Background: an optimization exercise with open tools, aiming at small area and a short achievable clock period. Do not read the settings as production practice.
The RTL was checked by simulation tests, not by an equivalence proof against the original design.
Power figures rest on the tool's default switching activity, not on a simulated workload.

## flow/design.v (module list and top-level ports; edited modules follow where they fit)
// module mult_cell: 4 lines
// module mult_ha: 4 lines
// module mult_han: 4 lines
// module mult_inv: 3 lines
// module mult_nand2: 3 lines
// module mult_nor2: 3 lines
// module mult_orpn: 3 lines
// module mult_andpn: 3 lines
// module mult_aoi21: 3 lines
// module mult_oai21: 3 lines
// module mult_man: 2092 lines
module mult_man (
  input clk, input rstn, input data_rdy,
  input [16:0] mult1_signed, input [16:0] mult2_signed,
  output [31:0] res, output [33:0] res_signed, output res_rdy, output [32:0] res_final);
  // ...
==> flow/flow/run.sh <==
#!/bin/bash
# The standard layout (standard.sh), with one change: the port buffers that buffer_ports
# inserts are sky130_fd_sc_hd__buf_1 cells (later resized as needed) instead of the delay cell
# buffer_ports picks by itself. Every input and output port still gets its buffer.
set -euo pipefail
bash standard.sh 'BUFFER_PORTS_ARGS=-buffer_cell sky130_fd_sc_hd__buf_1' finish > standard_flow.log 2>&1
==> flow/standard.sh <==
#!/bin/bash
# synth_recipe.tcl (not shown) runs the flow's synth.tcl, then flattens the netlist and writes it again
# the make line also repeats each setting of config.mk as NAME=value (left out here)
make -C /OpenROAD-flow-scripts/flow DESIGN_CONFIG=/design/flow/config.mk WORK_HOME=/design/flow/orfs CLKGATE_MAP_FILE= SYNTH_SCRIPT=/design/flow/synth_recipe.tcl "${@:-finish}"
==> flow/config.mk <==
export PLATFORM = sky130hd
export DESIGN_NAME = mult_man
export DESIGN_NICKNAME = mult_man
export VERILOG_FILES = /design/flow/design.v
export SDC_FILE = /design/flow/constraint.sdc
export NUM_CORES = 4
export LEC_CHECK = 0
export ABC_CLOCK_PERIOD_IN_PS = 2000
export CAP_MARGIN = 20
export CORE_MARGIN = 2
export CORE_UTILIZATION = 40
export SETUP_SLACK_MARGIN = 2.4
export SLEW_MARGIN = 20
export SYNTH_HIERARCHICAL = 1
export TNS_END_PERCENT = 0
==> flow/constraint.sdc <==
create_clock -name core_clock -period 4.5 [get_ports {clk}]
set_input_delay 0.9000 -clock core_clock [delete_from_list [all_inputs] [get_ports {clk}]]
set_output_delay 0.9000 -clock core_clock [all_outputs]
set_load 0.01 [all_outputs]
==> results.txt, run 1 <==
- The run finished with no timing, DRC or antenna violations.
- The average routed wire per standard cell is 16.3 um.
- The area growth from synthesis to layout is 24.0%.
- The signal on the critical path passes through buf_6 > nand2_1 > fa_1 > fa_1 > fa_1.
- The worst-case IR drop observed on VDD is 0.000384 V.
- The clock tree from TritonCTS is built.
- Counting instances in the post-synthesis netlist gives the leading cell types as sky130_fd_sc_hd__nand2_1, sky130_fd_sc_hd__fa_1, sky130_fd_sc_hd__dfxtp_1.
- The number of gates given a new drive strength after cts is 75.
- The worst min-delay path endpoint is p3_h3_0$_DFF_P_.
- The largest net degree at the start of global routing is 69.
- The multi-input gate area in the final layout is 9200 um^2.
- In this run the deepest clock path goes through 3 buffers.
- For this configuration, the core starts out at a cell density of 40.4%.
- The number of instances on the worst hold path is 0.
- The biggest slice of the area belongs to multi-input combinational cells.
- Summed over the clock group, the power is 0.00246 W.
- Across the whole layout, multi-input logic makes up 48.8% of the cell area.
- After Yosys synthesis, full adders, half adders and majority gates account for 27.1% of the synthesized area.
- The sequential cells in the finished layout cover a total of 5680 um^2.
- The relative slew slack is 45.5%.
- The required time at the endpoint of the critical path is 4.92 ns.
- Setup slack on the worst reg-to-reg path comes out at 2.22 ns.
- The count of boundary I/O pins is 137.
- The power consumed by combinational cells is 0.00667 W.
- The final max-slew violation count is 0.
- After detailed routing, no signal wire sits above met4.
- The number of synthesized flops with an enable pin is 0.
- The detailed route wirelength on metal2 is 15.8 mm.
- The arrival time reported for the critical path endpoint is 2.70 ns.
- The reg-to-reg startpoint is p1_bm_15$_DFF_P_.
- The die span in y is 199 um.
- After synthesis the cells add up to 15200 um^2.
- The shortest clock period the worst path allows after layout is 2.28 ns.
- The worst setup path category is reg -> reg.
- The sequential group share of total power is 30.3%.
- The setup TNS after final layout is 0 ns.
- The post-synth net total is 1691.
- The worst hold path belongs to the class reg -> reg.
- After floorplanning, the core was divided into 71 placement rows.
- For this block, wires on met1 add up to 15.5 mm.
==> inputs of run 2 (changes only) <==
==> flow/run.sh (new file) <==
#!/bin/bash
# synth_recipe.tcl (not shown) runs the flow's synth.tcl, then flattens the netlist and writes it again
# the make line also repeats each setting of config.mk as NAME=value (left out here)
make -C /OpenROAD-flow-scripts/flow DESIGN_CONFIG=/design/flow/config.mk WORK_HOME=/design/flow/orfs CLKGATE_MAP_FILE= SYNTH_SCRIPT=/design/flow/synth_recipe.tcl finish
removed: flow/flow/run.sh
removed: flow/standard.sh
==> run 2 against run 1 <==
Sequential power grew 3%. Largest power group unchanged. Sequential share of layout area increased by 1.5 points. Synthesized cell count unchanged. Still clean. Critical path depth fell by 4. Wire length down 11%. Synthesized area did not move. First-iteration DRC count is 22% lower. Cell area shrank 4.9%.
==> results.txt, run 2 <==
- The slowest stage of the critical path is the sky130_fd_sc_hd__clkdlybuf4s50_1 cell.
- The category of the worst setup path launch point is a register.
- In this run, the number of DRC markers left after iteration 0 of detailed routing was 597.
- The post-synth net total was 1691 (unchanged).
- Across every metal layer, demand over resource in global routing totals 17.1%.
- At the placement stage, the worst setup path has a slack of 1.89 ns.
- By area the synthesized netlist is led by sky130_fd_sc_hd__fa_1, sky130_fd_sc_hd__dfxtp_1, sky130_fd_sc_hd__dfrtp_1.
- The die covers 39600 um^2.
- After the last flow step, the layout net total stands at 1821.
- The register with the most flip-flops in the layout has 33 of them.
- The actual slew at the worst max-slew pin is 0.822 ns.
- The commonest cells after synthesis are sky130_fd_sc_hd__nand2_1, sky130_fd_sc_hd__fa_1, sky130_fd_sc_hd__dfxtp_1.
- Traced cell by cell, the critical path runs through clkdlybuf4s50_1.
- The flow ran to the end and the layout has no timing, DRC or antenna violations.
- The most frequently used cell type in the post-synthesis netlist is sky130_fd_sc_hd__nand2_1.
- The die width is 199 um.
- The initial core utilization is 40.4% (unchanged).
- In the final layout, the registers with the most flip-flops are rs_q (33), r_q (31).
- The residual antenna-violating net count after detailed routing is 0.
- Leaving out fill and tap cells, the most frequent cells in the layout are sky130_fd_sc_hd__nand2_1, sky130_fd_sc_hd__fa_1, sky130_fd_sc_hd__dfxtp_1, sky130_fd_sc_hd__nor2_1, sky130_fd_sc_hd__inv_1.
- The buffer levels on the longest clock path was 3 (unchanged).
- The largest net degree at the start of global routing is 40 (-42%).
- The final route contains 9685 vias.
- The worst register-to-register path begins at p1_bm_8$_DFF_P_.
- The worst hold path terminates at p3_h3_0$_DFF_P_.
- The path class of the tightest hold or removal check is reg -> reg.
- After floorplanning, the core was sized to cover 37600 um^2.
- The number of standard cells after synthesis is 1444.
- The primary flip-flop cell chosen by synthesis mapping is sky130_fd_sc_hd__dfxtp_1.
- The number of distinct standard cells referenced by the synthesized netlist is 24.
- The fraction of layout cells with a size suffix above 1 is 12.8%.
- In this run the number of cells on the critical path is 1.
- The yosys synthesis warning count is 7.
- In this run the most critical hold path is launched from p2_c3_0$_DFF_P_.
- The arrival time reported for the critical path endpoint is 1.39 ns (-1.31 ns).
- The post-detailed-route DRC marker count is 0.
- The shortest clock period the worst path allows after layout came to 2.29 ns (+0.00816 ns).
- The power per cell area is 701 nW/um^2.
- The register containing the most flip-flops in the final layout is rs_q.
- The achievable clock frequency is 0.437 GHz.
- The HPWL after detailed placement is 23.1 mm.
- The register bit count reported by yosys is 260.
- In this run the mean area of a mapped cell was 10.5 um^2.
- The worst hold slack is 0.329 ns.
- The required time at the endpoint of the critical path is 3.60 ns (-1.32 ns).
- The worst path buffer plus inverter count is 1.
- The maximum fanout along the worst path is 2.
- Setup repair after global routing could not meet its margin everywhere.
- The fraction of registers with async set/reset is 26.2%.
- The die span in y is 199 um (unchanged).
- Leaving out fill and tap cells, the most frequent cell in the layout is sky130_fd_sc_hd__nand2_1.
- The antenna diode instance count is 0.
- The average routed wire per standard cell is 15.4 um (-5.4%).
- The worst-case vdd ir drop is 0.000314 V (-18%).
- The register-to-register path setup slack is 2.22 ns (about the same).
- During placement, the flow inserted port buffers numbering 135.
- The worst clock skew on the final layout is 0.0121 ns.
- The number of buffers created by CTS is 28.
- The routed design has 32.5 mm of wire.
- The number of search-and-repair iterations in the first detailed-routing pass is 6.
- The number of global-route vias before repair came to 10400.
- The root buffer selected by CTS is sky130_fd_sc_hd__clkbuf_16.
- The aggregate global routing overflow is 0.
- Power comes to 0.0126 W.
- In this run the critical register-to-register path is captured at p2_c14_3$_DFF_P_.
- The final max-slew violation count is 0 (unchanged).
- Routability-driven placement finished with a final weighted congestion of 0.820.
- The post-route clock period utilization is 50.9%.
- The total of endpoints with negative setup slack in the final report is 0.
- Summed over all instances, the cell type with the most area after synthesis is sky130_fd_sc_hd__fa_1.
- The share of the yosys chip area belonging to registers is 36.5%.
- The total count of hold-check failures in the final report is 0.
- For this run, the slowest stage of the critical path takes 0.53 ns.
- The relative slew slack is 45.2% (-0.30 points).
- Clock-pin slew was measured on the worst setup and hold paths at 0.06 ns.
- The worst reg-to-reg path cell count is 4.
- The number of instances on the worst hold path is 0 (unchanged).
- Across all setup checks in the final design, the least slack found is 2.21 ns.
- The average vias per placed instance is 4.60.
- For this run, the share of the core covered by cells in the final layout is 47.7%.
- The setup TNS after final layout is 0 ns (unchanged).
- Summed over all cells, the static leakage comes to 7.41 nW.
- The clock drives 260 sinks.
- The capturing element type of the critical path is an output pin.
- TritonCTS built the clock tree.
- The number of antenna violations at the first check in global routing came to 0.
- Compared with the post-synthesis result, the final layout area differs by 18.0%.
- The clock latency at the later pin of the worst-skew pair is 0.54 ns.
- The first-pass GRT wire length is 53.6 mm.
- The count of boundary I/O pins is 137 (unchanged).
- The area of the mapped netlist came to 15200 um^2 (unchanged).
- The number of synthesized flops with an enable pin is 0 (unchanged).
- The top cell type's share of synthesized area is 26.1%.
- The number of standard-cell rows in the floorplan is 71 (unchanged).
- The number of max-cap violations is 0.
- CTS built an H-tree with a depth of 1.
- The worst setup path category is reg -> out.
- On the critical path the largest part of the delay comes from buffers and inverters.
-- run 2: cell counts after synthesis --
No cell type changed its count.
-- run 2: what timing repair did --
item,CTS,global route
pin swaps,2,2
hold buffers,0,0
resized for setup,106,14
setup endpoints to repair,201,219
setup buffers,8,1
-- run 2: per-stage QoR --
stage / std cells / instance area (um^2)
after global placement: 2046 / 16900
final: 2106 / 17900
after detailed placement: 2046 / 16900
after global routing: 2106 / 17900
after floorplan: 1444 / 15300
after CTS: 2105 / 17900
-- run 2: report_power, final --
group          switching, W  internal [W]
registers          0.000815       0.00328
logic               0.00323       0.00312
clock network      0.000897       0.00123
total               0.00494       0.00762
-- run 2: cells by family after synthesis --
kind of cell             share of synthesized area, %
adder cells (fa/ha/maj)                          27.1
XOR/XNOR                                         8.24
AO/OA/AOI/OAI                                    3.41
AND/OR/NAND/NOR                                  20.5
other                                          0.0247
flip-flops                                       36.5
buffers and inverters                            4.27
-- run 2: how the worst max path moves through the flow --
stage	endpoint	slack [ns]	startpoint
4_1_cts	res_signed[22]	2.18	rs_q[22]$_DFF_PN0_
6_report	res[3]	2.21	r_q[3]$_DFF_PN0_
3_5_place_dp	rs_q[30]$_DFF_PN0_	1.89	p3_h2_0$_DFF_P_
2_1_floorplan	rs_q[28]$_DFF_PN0_	2.35	p3_h5_0$_DFF_P_
3_3_place_gp	rs_q[30]$_DFF_PN0_	1.89	p3_h2_0$_DFF_P_
5_1_grt	rs_q[18]$_DFF_PN0_	2.14	p3_h12_0$_DFF_P_
-- run 2: routing by layer --
layer,track usage (%),up-vias,part of all wire (%)
met4,4.73,0,2.2
met5,0,-,0
met2,28.0,372,45
met1,23.2,4664,44
li1,-,4588,-
met3,3.39,61,7.9
-- run 2: layout make-up --
| class | instances | area (um^2) |
|---|---|---|
| inverter | 83 | 312 |
| sequential | 260 | 5660 |
| multi-input combinational | 1055 | 9090 |
| clock buffer | 40 | 797 |
| fill | 3493 | 19700 |
| timing repair buffer | 146 | 1350 |
| tap | 511 | 639 |
| clock inverter | 11 | 62.6 |
-- run 2: per-module statistics from Yosys (local to each module, per instance), excerpt --
module      area, um^2  cells inside
mult_andpn        13.8             1
mult_nor2         3.75             1
mult_man          7810           587
mult_han          20.0             3
mult_cell         20.0             1
mult_nand2        3.75             1

## afterwards: timing with drivers on the ports
The flow's constraints put no driver on any port. The routed layouts listed below were extracted and timed again, unchanged, in two steps.
Step 1 (the two cells are an assumption about what drives the block):
set clk [get_ports {clk}]
set_driving_cell -lib_cell sky130_fd_sc_hd__clkbuf_16 $clk
set_driving_cell -lib_cell sky130_fd_sc_hd__buf_2 [delete_from_list [all_inputs] $clk]
Step 2 moves the port delays by t, midway between the first and last clock arrival at a register: inputs arrive t later, outputs are due t later. That takes back most of the time a late clock gives input paths.
Slacks: ideal / step 1 / step 2; pairs: ideal / step 1.
run	t (ns)	setup slack, ns	hold slack, ns	worst slew at a driven data input, ns
run 1	0.613	2.218 / 2.218 / 2.218	0.326 / 0.326 / 0.326	0.05
run 2	0.581	2.210 / 2.160 / 1.909	0.329 / 0.329 / 0.329	0.03
After both steps every run listed still meets setup and hold. For run 2, which loses most, drivers alone change the setup slack by -0.050 ns; drivers and shift together by -0.301 ns.
